Context: an optimization exercise on an open-source flow, tuned for small area. The choices shown serve that exercise and are no tape-out recipe. In this exercise RTL edits were held to simulation tests only and were not proved equivalent to the original. Power and IR drop assume default switching activity.

==> flow/design.v (excerpt) <==
module MorseEncoder(
	input  logic       clk,
	input  logic       rst_n,
	input  logic [4:0] address,
	output logic [7:0] read_data,
	input  logic       write_enable,
	input  logic [7:0] write_data,
	output logic [6:0] leds
	);
	localparam logic [2:0] S_IDLE  = 3'd0;
	localparam logic [2:0] S_LOAD  = 3'd1;
	localparam logic [2:0] S_CHECK = 3'd2;
	localparam logic [2:0] S_ON    = 3'd3;
	localparam logic [2:0] S_SHORT = 3'd5;
	localparam logic [2:0] S_LONG  = 3'd6;
	localparam logic [2:0] S_FIN   = 3'd7;
	logic [7:0]  data [0:31];
	logic [2:0] state;
	logic [4:0] index;    
	logic [2:0] elem;     
	logic [8:0] tmr;      
	logic idle, wr, fin;
	assign idle = (state == S_IDLE);
	assign wr = idle && write_enable;
	assign fin = (state == S_FIN);
	logic [31:0] adec;
	always_comb for (int i = 0; i < 32; i++) adec[i] = (address == i);
	always_ff @(negedge rst_n or posedge clk) begin
		if (!rst_n) begin
			for (int i = 0; i < 32; i++) data[i] <= 8'd0;
		end else begin
			for (int i = 0; i < 32; i++)
				if (fin) data[i] <= 8'd0;
				else if (wr && adec[i]) data[i] <= write_data;
		end
	end
	logic [31:0] isel;
	logic [7:0] ch;
	assign isel[0] = index == 5'd0;
	assign isel[1] = index == 5'd1;
	assign isel[2] = index == 5'd2;
	assign isel[3] = index == 5'd4;
	assign isel[4] = index == 5'd9;
	assign isel[5] = index == 5'd18;
	assign isel[6] = index == 5'd5;
	assign isel[7] = index == 5'd11;
	assign isel[8] = index == 5'd22;
	assign isel[9] = index == 5'd12;
	assign isel[10] = index == 5'd25;
	assign isel[11] = index == 5'd19;
	assign isel[12] = index == 5'd7;
	assign isel[13] = index == 5'd15;
	assign isel[14] = index == 5'd31;
	assign isel[15] = index == 5'd30;
	assign isel[16] = index == 5'd28;
	assign isel[17] = index == 5'd24;
	assign isel[18] = index == 5'd17;
	assign isel[19] = index == 5'd3;
	assign isel[20] = index == 5'd6;
	assign isel[21] = index == 5'd13;
	assign isel[22] = index == 5'd27;
	assign isel[23] = index == 5'd23;
	assign isel[24] = index == 5'd14;
	assign isel[25] = index == 5'd29;
	assign isel[26] = index == 5'd26;
	assign isel[27] = index == 5'd21;
	assign isel[28] = index == 5'd10;
  ...
For scale: ~1400 cells after synthesis, ~280 flip-flops, roughly 31 I/O pins.
==> module MorseEncoder, before the edit <==
module MorseEncoder(
	input  logic       clk,
	input  logic       rst_n,
	input  logic [4:0] address,
	output logic [7:0] read_data,
	input  logic       write_enable,
	input  logic [7:0] write_data,
	output logic [6:0] leds
	);
	localparam logic [2:0] S_IDLE  = 3'd0;
	localparam logic [2:0] S_LOAD  = 3'd1;
	localparam logic [2:0] S_CHECK = 3'd2;
	localparam logic [2:0] S_ON    = 3'd3;
	localparam logic [2:0] S_SHORT = 3'd5;
	localparam logic [2:0] S_LONG  = 3'd6;
	localparam logic [2:0] S_FIN   = 3'd7;
	logic [7:0]  data [0:31];
	logic [2:0] state;
	logic [4:0] index;    
	logic [2:0] elem;     
	logic [8:0] tmr;      
	logic idle, wr, fin;
	assign idle = (state == S_IDLE);
	assign wr = idle && write_enable;
	assign fin = (state == S_FIN);
	logic [31:0] adec;
	always_comb for (int i = 0; i < 32; i++) adec[i] = (address == i);
	always_ff @(negedge rst_n or posedge clk) begin
		if (!rst_n) begin
			for (int i = 0; i < 32; i++) data[i] <= 8'd0;
		end else begin
			for (int i = 0; i < 32; i++)
				if (fin) data[i] <= 8'd0;
				else if (wr && adec[i]) data[i] <= write_data;
		end
	end
	logic [31:0] isel;
	logic [7:0] ch;
	assign isel[0] = index == 5'd0;
	assign isel[1] = index == 5'd1;
	assign isel[2] = index == 5'd2;
	assign isel[3] = index == 5'd4;
	assign isel[4] = index == 5'd9;
	assign isel[5] = index == 5'd18;
	assign isel[6] = index == 5'd5;
	assign isel[7] = index == 5'd11;
	assign isel[8] = index == 5'd22;
	assign isel[9] = index == 5'd12;
	assign isel[10] = index == 5'd25;
	assign isel[11] = index == 5'd19;
	assign isel[12] = index == 5'd7;
	assign isel[13] = index == 5'd15;
	assign isel[14] = index == 5'd31;
	assign isel[15] = index == 5'd30;
	assign isel[16] = index == 5'd28;
	assign isel[17] = index == 5'd24;
	assign isel[18] = index == 5'd17;
	assign isel[19] = index == 5'd3;
	assign isel[20] = index == 5'd6;
	assign isel[21] = index == 5'd13;
	assign isel[22] = index == 5'd27;
	assign isel[23] = index == 5'd23;
	assign isel[24] = index == 5'd14;
	assign isel[25] = index == 5'd29;
	assign isel[26] = index == 5'd26;
	assign isel[27] = index == 5'd21;
	assign isel[28] = index == 5'd10;
	assign isel[29] = index == 5'd20;
	assign isel[30] = index == 5'd8;
	assign isel[31] = index == 5'd16;
	always_comb begin
		read_data = 8'd0;
		ch = 8'd0;
		for (int i = 0; i < 32; i++) begin
			read_data = read_data | ({8{adec[i]}} & data[i]);
			ch = ch | ({8{isel[i]}} & data[i]);
		end
	end
	logic       ok;
	logic [5:0] len;
	logic [4:0] code;
	always_comb begin
		ok = 1'b1;
		len = 6'd0;
		code = 5'b00000;
		case (ch)
			"0": begin len = 6'b100000; code = 5'b11111; end
			"1": begin len = 6'b100000; code = 5'b11110; end
			"2": begin len = 6'b100000; code = 5'b11100; end
			"3": begin len = 6'b100000; code = 5'b11000; end
			"4": begin len = 6'b100000; code = 5'b10000; end
			"5": begin len = 6'b100000; code = 5'b00000; end
			"6": begin len = 6'b100000; code = 5'b00001; end
			"7": begin len = 6'b100000; code = 5'b00011; end
			"8": begin len = 6'b100000; code = 5'b00111; end
			"9": begin len = 6'b100000; code = 5'b01111; end
			"A": begin len = 6'b000100; code = 5'b00010; end
			"B": begin len = 6'b010000; code = 5'b00001; end
			"C": begin len = 6'b010000; code = 5'b00101; end
			"D": begin len = 6'b001000; code = 5'b00001; end
			"E": begin len = 6'b000010; code = 5'b00000; end
			"F": begin len = 6'b010000; code = 5'b00100; end
			"G": begin len = 6'b001000; code = 5'b00011; end
			"H": begin len = 6'b010000; code = 5'b00000; end
			"I": begin len = 6'b000100; code = 5'b00000; end
			"J": begin len = 6'b010000; code = 5'b01110; end
			"K": begin len = 6'b001000; code = 5'b00101; end
			"L": begin len = 6'b010000; code = 5'b00010; end
			"M": begin len = 6'b000100; code = 5'b00011; end
			"N": begin len = 6'b000100; code = 5'b00001; end
			"O": begin len = 6'b001000; code = 5'b00111; end
			"P": begin len = 6'b010000; code = 5'b00110; end
			"Q": begin len = 6'b010000; code = 5'b01011; end
			"R": begin len = 6'b001000; code = 5'b00010; end
			"S": begin len = 6'b001000; code = 5'b00000; end
			"T": begin len = 6'b000010; code = 5'b00001; end
			"U": begin len = 6'b001000; code = 5'b00100; end
			"V": begin len = 6'b010000; code = 5'b01000; end
			"W": begin len = 6'b001000; code = 5'b00110; end
			"X": begin len = 6'b010000; code = 5'b01001; end
			"Y": begin len = 6'b010000; code = 5'b01101; end
			"Z": begin len = 6'b010000; code = 5'b00011; end
			default: ok = 1'b0;
		endcase
	end
	logic [5:0] eoh;
	assign eoh[0] = ~elem[2] & ~elem[0];
	assign eoh[1] = ~elem[1] &  elem[0];
	assign eoh[2] = ~elem[2] &  elem[1];
	assign eoh[3] =  elem[2] &  elem[0];
	assign eoh[4] =  elem[1] & ~elem[0];
	assign eoh[5] =  elem[2] & ~elem[1];
	logic last, dash;
	assign last = |(len & eoh);
	assign dash = |(code & eoh[4:0]);
	logic on_end, short_end, long_end;
	assign on_end = dash ? (tmr == 9'd130) : (tmr == 9'd239);
	assign short_end = (tmr == 9'd239);
	assign long_end = (tmr == 9'd358);
	always_ff @(posedge clk) begin
		if (state == S_ON ? on_end : (state != S_SHORT && state != S_LONG))
			tmr <= 9'd0;
		else
			tmr <= {tmr[7:0], ~(tmr[8] ^ tmr[4])};
	end
	always_ff @(posedge clk) begin
		if (state == S_LOAD) elem <= 3'd0;
		else if (state == S_SHORT && short_end) elem <= {elem[1:0], ~elem[2]};
	end
	always_ff @(posedge clk) begin
		if (idle) index <= 5'd1;
		else if (state == S_LONG && long_end)
			index <= {index[3:0], index[4] ^ index[2] ^ (index[3:0] == 4'd0)};
	end
	always_ff @(negedge rst_n or posedge clk) begin
		if (!rst_n) state <= S_IDLE;
		else begin
			case (state)
				S_IDLE:  if (data[0] == 8'd1) state <= S_LOAD;
				S_LOAD:  state <= (index == 5'd0) ? S_FIN : S_CHECK;
				S_CHECK: state <= !ok ? S_FIN : last ? S_LONG : S_ON;
				S_ON:    if (on_end) state <= S_SHORT;
				S_SHORT: if (short_end) state <= S_CHECK;
				S_LONG:  if (long_end) state <= S_LOAD;
				default: state <= S_IDLE;
			endcase
		end
	end
	assign leds = {7{state == S_ON}};
endmodule
Settings: LEC_CHECK=0, CAP_MARGIN=20, CORE_MARGIN=2, CORE_UTILIZATION=45, SLEW_MARGIN=20; clock period 10.0 ns.
standard.sh (not shown) runs the stock make flow with config.mk's settings and CLKGATE_MAP_FILE= SYNTH_SCRIPT=/design/flow/synth_recipe.tcl, a recipe that flattens the netlist after the stock synthesis.
==> flow/flow/run.sh <==
#!/bin/bash
# Standard ORFS layout (the standard.sh) with these changes:
#  - ports buffered with buf_1 and a lighter clock tree (clkbuf_4 clusters, no
#    dummy loads).
# Each tool's output goes to the ORFS logs under orfs/logs; make's own output
# goes to standard.log here.
set -euo pipefail
HERE=$PWD
ABC_SCRIPT=$HERE/flow/area.abc
# cells kept out of ABC's mapping: weak NOR-type cells that the later
# repair otherwise has to buffer or upsize
DONT="nor4_1 nor4b_1 nor4bb_1 nor3b_1 nor3_1 nor2_1 a2111oi_0"
EXTRA=""
for c in $DONT; do EXTRA="$EXTRA -dont_use sky130_fd_sc_hd__$c"; done
sed -e "s#log_cmd abc {\*}\$abc_args#log_cmd abc {*}[concat [lreplace \$abc_args 1 1 $ABC_SCRIPT] {$EXTRA}]#" \
    -e "s#^  extract_fa .*#  \# extract_fa skipped#" \
  "$FLOW_HOME/scripts/synth.tcl" > synth_area.tcl
grep -q "$ABC_SCRIPT" synth_area.tcl
grep -q "extract_fa skipped" synth_area.tcl
sed "s#source \$::env(SCRIPTS_DIR)/synth.tcl#source $HERE/synth_area.tcl#" synth_recipe.tcl > synth_recipe_area.tcl
grep -q "synth_area.tcl" synth_recipe_area.tcl
CTS="-sink_clustering_enable -repair_clock_nets -dont_use_dummy_load -buf_list sky130_fd_sc_hd__clkbuf_4 -sink_clustering_size 9 -sink_clustering_max_diameter 40"
bash standard.sh SYNTH_SCRIPT="$HERE/synth_recipe_area.tcl" \
  BUFFER_PORTS_ARGS="-buffer_cell sky130_fd_sc_hd__buf_1" \
  CTS_ARGS="$CTS" finish > standard.log 2>&1
==> flow/flow/area.abc <==
strash
&get -n
&fraig -x
&put
dc2
strash
&get -n
&dch -f
&nf -a -R 1000 -C 32 -p
&put
topo
stime -c
Edit:
--- a/flow/design.v
+++ b/flow/design.v
@@ -24,16 +24,22 @@
 	assign wr = idle && write_enable;
 	assign fin = (state == S_FIN);
 	logic [31:0] adec;
 	always_comb for (int i = 0; i < 32; i++) adec[i] = (address == i);
+	logic ready, clr;
 	always_ff @(negedge rst_n or posedge clk) begin
-		if (!rst_n) begin
-			for (int i = 0; i < 32; i++) data[i] <= 8'd0;
-		end else begin
-			for (int i = 0; i < 32; i++)
-				if (fin) data[i] <= 8'd0;
-				else if (wr && adec[i]) data[i] <= write_data;
-		end
+		if (!rst_n) ready <= 1'b0;
+		else ready <= 1'b1;
+	end
+	assign clr = fin || !ready;
+	logic [31:0] we, hold;
+	always_comb for (int i = 0; i < 32; i++) begin
+		we[i] = wr && adec[i];
+		hold[i] = !we[i] && !clr;
+	end
+	always_ff @(posedge clk) begin
+		for (int i = 0; i < 32; i++)
+			data[i] <= ({8{we[i]}} & write_data) | ({8{hold[i]}} & data[i]);
 	end
 	logic [31:0] isel;
 	logic [7:0] ch;
 	assign isel[0] = index == 5'd0;
@@ -71,9 +77,9 @@
 	always_comb begin
 		read_data = 8'd0;
 		ch = 8'd0;
 		for (int i = 0; i < 32; i++) begin
-			read_data = read_data | ({8{adec[i]}} & data[i]);
+			read_data = read_data | ({8{adec[i] && ready}} & data[i]);
 			ch = ch | ({8{isel[i]}} & data[i]);
 		end
 	end
 	logic       ok;
@@ -155,9 +161,9 @@
 	always_ff @(negedge rst_n or posedge clk) begin
 		if (!rst_n) state <= S_IDLE;
 		else begin
 			case (state)
-				S_IDLE:  if (data[0] == 8'd1) state <= S_LOAD;
+				S_IDLE:  if (ready && data[0] == 8'd1) state <= S_LOAD;
 				S_LOAD:  state <= (index == 5'd0) ? S_FIN : S_CHECK;
 				S_CHECK: state <= !ok ? S_FIN : last ? S_LONG : S_ON;
 				S_ON:    if (on_end) state <= S_SHORT;
 				S_SHORT: if (short_end) state <= S_CHECK;
Result:
- The new run finished with timing, DRC and antenna clean
- final area went down by 7.8%
- cell count went down by 15%
- clock skew went up by 0.0043 ns
- die area went down by 7.4%
- count of clock-buffer cells in the layout went down by 3
- register-to-register slack is better by 0.28 ns
- worst hold slack is worse by 0.080 ns
- area after synthesis went down by 7.5%
- sequential share of layout area went down by 5.6 points
- global-route usage went up by 0.82 points
- wire length went down by 2.9%
- flip-flop and latch count went up by 1
- worst setup slack is worse by 0.70 ns
- combinational power went down by 68%

## re-timing with driven ports
How much do the figures lean on ideal ports? The routed layouts below were timed once more, with nothing changed but the port constraints. Step 1: set_driving_cell puts a clkbuf_16 on clk and a buf_2 on each other input, an assumption about the parent block. Step 2 adds t to the input delays and takes it off the output delays; t is the mean of the earliest and latest rising clock arrival at the registers after step 1. Input paths then give back, and output paths get back, about the clock's delay inside the block. Three values: ideal, step 1, step 2; two values: the first two.
run | t, ns | setup slack, ns | clock arrival spread, ns | worst slew at a driven data input, ns | cell pins on the clock port's net
the first run | 0.716 | 3.370 / 3.345 / 3.345 | 0.112 / 0.112 | 0.03 | 1
the second run | 0.726 | 2.670 / 2.642 / 2.642 | 0.063 / 0.063 | 0.06 | 1
After both steps every run listed still meets setup and hold. The setup slack of the second run, which loses most, moves by -0.028 ns with the drivers and by -0.028 ns with both steps.
